Context: an optimization exercise on an open-source flow, tuned for small area and a short achievable clock period. The choices shown serve that exercise and are no tape-out recipe.
RTL that was checked went through simulation tests only; none was proved equivalent to the original.
Power and IR drop assume default switching activity.

==> flow/design.v <==
module yuv422_to_rgb
(
    input       wire        clk     ,
    input       wire        cke     ,
    input       wire        yuv_hs  ,
    input       wire        yuv_vs  ,
    input       wire        yuv_de  ,
    input       wire [9 :0] yuv_y   ,
    input       wire [9 :0] yuv_c   ,
    output      wire        rgb_hs  ,
    output      wire        rgb_vs  ,
    output      wire        rgb_de  ,
    output      wire [23:0] rgb_dat
);
wire [7:0] y8 = yuv_y[9:2];
wire [7:0] c8 = yuv_c[9:2];
wire [7:0] y_cl = (y8[7:4] == 4'd0) ? 8'd16 : (y8 > 8'd235) ? 8'd235 : y8;
wire [7:0] c_cl = (c8[7:4] == 4'd0) ? 8'd16 : (c8[7:4] == 4'd15) ? 8'd239 : c8;
reg  [2:0] sy1, sy2, sy3, sy4, sy5, sy6;        
reg  [7:0] y1, c1;                               
reg  [7:0] y2, cbuf;  reg cr;                    
reg  [7:0] y3, p_u, p_v;  reg [12:0] p_25u;      
reg  [6:0] t_l;  reg t_c;  reg [3:0] t_h;  reg t_c2;  reg [4:0] t_u;    
reg  [9:0] p_l;  reg p_c;  reg [3:0] p_h;  reg p_c2;  reg [3:0] p_u4;
reg  [5:0] m_l;  reg m_c;  reg [7:0] m_g;
reg  [7:0] u4;
reg  [9:0] r_h, g_h, b_h;                        
reg  [2:0] r_c;  reg [1:0] g_c, g_x;  reg [1:0] b_c;  reg x_t, x_p;
reg  [7:0] o_r, o_g, o_b;                        
wire [15:0] tyh;
assign tyh[0] = 16'h0000 >> y3[7:4];
assign tyh[1] = 16'h0000 >> y3[7:4];
assign tyh[2] = 16'h0000 >> y3[7:4];
assign tyh[3] = 16'h0000 >> y3[7:4];
assign tyh[4] = 16'haaaa >> y3[7:4];
assign tyh[5] = 16'hcccc >> y3[7:4];
assign tyh[6] = 16'h5a5a >> y3[7:4];
assign tyh[7] = 16'h936c >> y3[7:4];
assign tyh[8] = 16'hb6da >> y3[7:4];
assign tyh[9] = 16'hdb6c >> y3[7:4];
assign tyh[10] = 16'h1c70 >> y3[7:4];
assign tyh[11] = 16'hb52a >> y3[7:4];
assign tyh[12] = 16'h264c >> y3[7:4];
assign tyh[13] = 16'h3870 >> y3[7:4];
assign tyh[14] = 16'h3f80 >> y3[7:4];
assign tyh[15] = 16'hc000 >> y3[7:4];
wire [11:0] tyl;
assign tyl[0] = 16'haaaa >> y3[3:0];
assign tyl[1] = 16'hcccc >> y3[3:0];
assign tyl[2] = 16'h5a5a >> y3[3:0];
assign tyl[3] = 16'h936c >> y3[3:0];
assign tyl[4] = 16'hb6da >> y3[3:0];
assign tyl[5] = 16'hdb6c >> y3[3:0];
assign tyl[6] = 16'h1c70 >> y3[3:0];
assign tyl[7] = 16'hb52a >> y3[3:0];
assign tyl[8] = 16'h264c >> y3[3:0];
assign tyl[9] = 16'h3870 >> y3[3:0];
assign tyl[10] = 16'h3f80 >> y3[3:0];
assign tyl[11] = 16'hc000 >> y3[3:0];
wire [17:0] tph;
assign tph[0] = 16'h0000 >> p_v[7:4];
assign tph[1] = 16'h0000 >> p_v[7:4];
assign tph[2] = 16'h0000 >> p_v[7:4];
assign tph[3] = 16'h0000 >> p_v[7:4];
assign tph[4] = 16'h2aaa >> p_v[7:4];
assign tph[5] = 16'h4ccc >> p_v[7:4];
assign tph[6] = 16'h0f0f >> p_v[7:4];
assign tph[7] = 16'h0ff0 >> p_v[7:4];
assign tph[8] = 16'h5aaa >> p_v[7:4];
assign tph[9] = 16'h3999 >> p_v[7:4];
assign tph[10] = 16'h52d2 >> p_v[7:4];
assign tph[11] = 16'h631c >> p_v[7:4];
assign tph[12] = 16'h294a >> p_v[7:4];
assign tph[13] = 16'h18c6 >> p_v[7:4];
assign tph[14] = 16'h2d6b >> p_v[7:4];
assign tph[15] = 16'h318c >> p_v[7:4];
assign tph[16] = 16'h41f0 >> p_v[7:4];
assign tph[17] = 16'h7e00 >> p_v[7:4];
wire [13:0] tpl;
assign tpl[0] = 16'haaaa >> p_v[3:0];
assign tpl[1] = 16'hcccc >> p_v[3:0];
assign tpl[2] = 16'hf0f0 >> p_v[3:0];
assign tpl[3] = 16'hff00 >> p_v[3:0];
assign tpl[4] = 16'haaaa >> p_v[3:0];
assign tpl[5] = 16'h6666 >> p_v[3:0];
assign tpl[6] = 16'hb4b4 >> p_v[3:0];
assign tpl[7] = 16'hc738 >> p_v[3:0];
assign tpl[8] = 16'had6a >> p_v[3:0];
assign tpl[9] = 16'h9ce6 >> p_v[3:0];
assign tpl[10] = 16'hd6b4 >> p_v[3:0];
assign tpl[11] = 16'he738 >> p_v[3:0];
assign tpl[12] = 16'h07c0 >> p_v[3:0];
assign tpl[13] = 16'hf800 >> p_v[3:0];
wire [12:0] u25  = {cbuf, 4'b0000} + {cbuf, 3'b000} + cbuf;
wire [7:0]  t_lo = tyh[6:0] + tyl[6:0];
wire [4:0]  t_hi = tyh[10:7] + tyl[10:7];
wire [4:0]  t_up = tyh[15:11] + tyl[11];
wire [10:0] p_lo = tph[9:0] + tpl[9:0];
wire [4:0]  p_hi = tph[13:10] + tpl[13:10];
wire [6:0]  m_lo = p_v[5:0] + p_25u[5:0];
wire [7:0]  m_hi = 8'd149 - p_v[7:6] - p_25u[12:6];
wire [11:0] r_lo = {t_l, 2'b00} + p_l + {p_c, t_c, 9'd0};
wire [9:0]  r_hi = {t_u, t_h} + {p_u4, p_h, 1'b0};
wire [11:0] g_lo = {t_l, 3'b000} + {2'b00, ~p_l} + {2'b00, ~m_l, 4'b0000} + 12'd81;
wire [9:0]  ga  = {1'b0, t_u, t_h};
wire [9:0]  gb  = {2'b00, ~p_u4, ~p_h};
wire [9:0]  gm  = {2'b00, m_g} - 10'd16;
wire [9:0]  gs1 = ga ^ gb ^ gm;
wire [9:0]  gc1 = {(ga[8:0] & gb[8:0]) | (ga[8:0] & gm[8:0]) | (gb[8:0] & gm[8:0]), 1'b0};
wire [9:0]  g_hi = gs1 + gc1;
wire [1:0]  g_xx = t_c + {~p_c} + {~m_c};
wire [8:0]  b_lo = t_l + {1'b0, u4[7:2]} + {u4[5:0], 1'b0} + {t_c, 7'd0} + 7'd16;
wire [9:0]  b_hi = {t_u, t_h} + {u4, 1'b0} + u4[7:6] - 10'd21;
function [7:0] sat;
    input [9:0] z;
    sat = z[9] ? 8'd255 : (z[8] ? z[7:0] : 8'd0);
endfunction
always @(posedge clk) begin
    if (cke) begin
        sy1 <= {yuv_hs, yuv_vs, yuv_de};
        sy2 <= sy1; sy3 <= sy2; sy4 <= sy3; sy5 <= sy4; sy6 <= sy5;
        y1 <= y_cl;
        c1 <= c_cl;
        y2 <= y1;
        cr <= sy1[0] & ~cr;
        if (sy1[0] & ~cr) cbuf <= c1;
        y3 <= y2;
        if (sy1[0] & cr) begin
            p_u   <= cbuf;
            p_v   <= c1;
            p_25u <= u25;
        end
        t_l <= t_lo[6:0];  t_c <= t_lo[7];   t_h <= t_hi[3:0];  t_c2 <= t_hi[4];  t_u <= t_up;
        p_l <= p_lo[9:0];  p_c <= p_lo[10];  p_h <= p_hi[3:0];  p_c2 <= p_hi[4];  p_u4 <= tph[17:14];
        m_l <= m_lo[5:0];  m_c <= m_lo[6];   m_g <= m_hi;
        u4  <= p_u;
        r_h <= r_hi;  r_c <= r_lo[11:9];
        g_h <= g_hi;  g_c <= g_lo[11:10];  g_x <= g_xx;
        b_h <= b_hi;  b_c <= b_lo[8:7];
        x_t <= t_c2;  x_p <= p_c2;
        o_r <= sat(r_h + r_c + {x_p, x_t, 4'b0000});
        o_g <= sat(g_h + g_c + g_x + {x_t, 4'b0000} + {~x_p, 4'b0000});
        o_b <= sat(b_h + b_c + {x_t, 4'b0000});
    end
end
assign {rgb_hs, rgb_vs, rgb_de} = sy6;
assign rgb_dat = {o_r, o_g, o_b};
endmodule
export LEC_CHECK = 0
export ABC_AREA = 1
export CAP_MARGIN = 20
export CORE_MARGIN = 2
export CORE_UTILIZATION = 40
export SETUP_SLACK_MARGIN = 1.9
export SLEW_MARGIN = 20
create_clock -name core_clock -period 4.5 [get_ports {clk}]
standard.sh (not shown) runs the stock make flow with config.mk's settings and CLKGATE_MAP_FILE= SYNTH_SCRIPT=/design/flow/synth_recipe.tcl, a recipe that flattens the netlist after the stock synthesis.
==> flow/flow/run.sh <==
#!/bin/bash
# Standard ORFS layout (the standard.sh) with changes that do not touch the design:
#  - ports are buffered with buf_1 instead of the default delay-cell choice
#  - CTS: no dummy load cells, chosen clock buffers and sink cluster size
set -o pipefail
export BUFFER_PORTS_ARGS="-buffer_cell sky130_fd_sc_hd__buf_1"
export CTS_ARGS="-sink_clustering_enable -repair_clock_nets -dont_use_dummy_load -buf_list sky130_fd_sc_hd__clkbuf_8 -sink_clustering_size 16 -sink_clustering_max_diameter 100"
bash standard.sh > standard.log 2>&1
==> next run, changes <==
--- a/flow/design.v
+++ b/flow/design.v
@@ -21,10 +21,11 @@
 reg  [7:0] y2, cbuf;  reg cr;                    
 reg  [7:0] y3, p_u, p_v;  reg [12:0] p_25u;      
-reg  [6:0] t_l;  reg t_c;  reg [3:0] t_h;  reg t_c2;  reg [4:0] t_u;    
-reg  [9:0] p_l;  reg p_c;  reg [3:0] p_h;  reg p_c2;  reg [3:0] p_u4;
-reg  [5:0] m_l;  reg m_c;  reg [7:0] m_g;
+reg  [6:0] t_l;  reg t_c;  reg [8:0] t_h;        
+reg  [9:0] p_l;  reg p_c;  reg [7:0] p_h;
+reg  [5:0] m_l;  reg m_c;  reg [6:0] m_h;
 reg  [7:0] u4;
-reg  [9:0] r_h, g_h, b_h;                        
-reg  [2:0] r_c;  reg [1:0] g_c, g_x;  reg [1:0] b_c;  reg x_t, x_p;
+reg  [7:0] r5;                                   
+reg  [9:0] g_h, b_h;
+reg  [3:0] g_c;  reg [1:0] b_c;
 reg  [7:0] o_r, o_g, o_b;                        
 wire [15:0] tyh;
@@ -94,22 +95,23 @@
 wire [12:0] u25  = {cbuf, 4'b0000} + {cbuf, 3'b000} + cbuf;
 wire [7:0]  t_lo = tyh[6:0] + tyl[6:0];
-wire [4:0]  t_hi = tyh[10:7] + tyl[10:7];
-wire [4:0]  t_up = tyh[15:11] + tyl[11];
+wire [8:0]  t_hi = tyh[15:7] + tyl[11:7];
 wire [10:0] p_lo = tph[9:0] + tpl[9:0];
-wire [4:0]  p_hi = tph[13:10] + tpl[13:10];
+wire [7:0]  p_hi = tph[17:10] + tpl[13:10];
 wire [6:0]  m_lo = p_v[5:0] + p_25u[5:0];
-wire [7:0]  m_hi = 8'd149 - p_v[7:6] - p_25u[12:6];
-wire [11:0] r_lo = {t_l, 2'b00} + p_l + {p_c, t_c, 9'd0};
-wire [9:0]  r_hi = {t_u, t_h} + {p_u4, p_h, 1'b0};
-wire [11:0] g_lo = {t_l, 3'b000} + {2'b00, ~p_l} + {2'b00, ~m_l, 4'b0000} + 12'd81;
-wire [9:0]  ga  = {1'b0, t_u, t_h};
-wire [9:0]  gb  = {2'b00, ~p_u4, ~p_h};
-wire [9:0]  gm  = {2'b00, m_g} - 10'd16;
+wire [6:0]  m_hi = p_v[7:6] + p_25u[12:6];
+wire [19:0] r_sum = {1'b0, t_h, t_l, 2'b00} + {1'b0, p_h, p_l} + {t_c, 9'd0} + {p_c, 10'd0};
+wire [13:0] g_lo = {t_l, 3'b000} + {4'b0000, ~p_l} + {~m_l, 4'b0000}
+                 + {t_c, 10'd0} + {~p_c, 10'd0} + {~m_c, 10'd0} + 14'd2129;
+wire [9:0]  ga  = {1'b0, t_h};
+wire [9:0]  gb  = {2'b00, ~p_h};
+wire [9:0]  gm  = {3'b000, ~m_h};
 wire [9:0]  gs1 = ga ^ gb ^ gm;
 wire [9:0]  gc1 = {(ga[8:0] & gb[8:0]) | (ga[8:0] & gm[8:0]) | (gb[8:0] & gm[8:0]), 1'b0};
-wire [9:0]  g_hi = gs1 + gc1;
-wire [1:0]  g_xx = t_c + {~p_c} + {~m_c};
+wire [9:0]  gk  = 10'd20;
+wire [9:0]  gs2 = gs1 ^ gc1 ^ gk;
+wire [9:0]  gc2 = {(gs1[8:0] & gc1[8:0]) | (gs1[8:0] & gk[8:0]) | (gc1[8:0] & gk[8:0]), 1'b0};
+wire [9:0]  g_hi = gs2 + gc2;
 wire [8:0]  b_lo = t_l + {1'b0, u4[7:2]} + {u4[5:0], 1'b0} + {t_c, 7'd0} + 7'd16;
-wire [9:0]  b_hi = {t_u, t_h} + {u4, 1'b0} + u4[7:6] - 10'd21;
+wire [9:0]  b_hi = t_h + {u4, 1'b0} + u4[7:6] - 10'd21;
 function [7:0] sat;
     input [9:0] z;
@@ -131,15 +133,14 @@
             p_25u <= u25;
         end
-        t_l <= t_lo[6:0];  t_c <= t_lo[7];   t_h <= t_hi[3:0];  t_c2 <= t_hi[4];  t_u <= t_up;
-        p_l <= p_lo[9:0];  p_c <= p_lo[10];  p_h <= p_hi[3:0];  p_c2 <= p_hi[4];  p_u4 <= tph[17:14];
-        m_l <= m_lo[5:0];  m_c <= m_lo[6];   m_g <= m_hi;
+        t_l <= t_lo[6:0];  t_c <= t_lo[7];   t_h <= t_hi;
+        p_l <= p_lo[9:0];  p_c <= p_lo[10];  p_h <= p_hi;
+        m_l <= m_lo[5:0];  m_c <= m_lo[6];   m_h <= m_hi;
         u4  <= p_u;
-        r_h <= r_hi;  r_c <= r_lo[11:9];
-        g_h <= g_hi;  g_c <= g_lo[11:10];  g_x <= g_xx;
+        r5  <= sat(r_sum[18:9]);
+        g_h <= g_hi;  g_c <= g_lo[13:10];
         b_h <= b_hi;  b_c <= b_lo[8:7];
-        x_t <= t_c2;  x_p <= p_c2;
-        o_r <= sat(r_h + r_c + {x_p, x_t, 4'b0000});
-        o_g <= sat(g_h + g_c + g_x + {x_t, 4'b0000} + {~x_p, 4'b0000});
-        o_b <= sat(b_h + b_c + {x_t, 4'b0000});
+        o_r <= r5;
+        o_g <= sat(g_h + g_c);
+        o_b <= sat(b_h + b_c);
     end
 end
Design area rises by a few percent.
Global-route usage rose by 0.47 points.
Setup slack gets worse by 0.16 ns.
Hold slack gets better by 0.038 ns.
First-iteration DRC count went down by a few percent.
Core utilization climbs by 1.7 points.
Die area goes down slightly.
Maximum frequency went down by a few percent.
Register-to-register slack degrades by 0.16 ns.
Wire length increases by a few percent.
Power rose by roughly a tenth.
No functional check of the RTL was part of the second run of this note.

==> what the ideal ports hide <==
How much do the figures lean on ideal ports? The routed layouts below were timed once more, with nothing changed but the port constraints. Step 1, drivers: a clkbuf_16 drives clk and a buf_2 each remaining input, both assumed. Step 2 moves the port delays by t, midway between the first and last clock arrival at a register: inputs arrive t later, outputs are due t later. That takes back most of the time a late clock gives input paths. a / b / c = ideal ports / drivers / drivers and shift; a / b = the first two.
run	t, ns	setup slack, ns	hold WS [ns]	worst setup path after step 2	clock arrival spread, ns
the first run	0.544	2.032 / 2.032 / 2.032	0.369 / 0.369 / 0.369	register to register	0.058 / 0.059
the second run	0.542	1.867 / 1.867 / 1.867	0.407 / 0.407 / 0.407	register to register	0.054 / 0.054
After both steps every run listed still meets setup and hold.
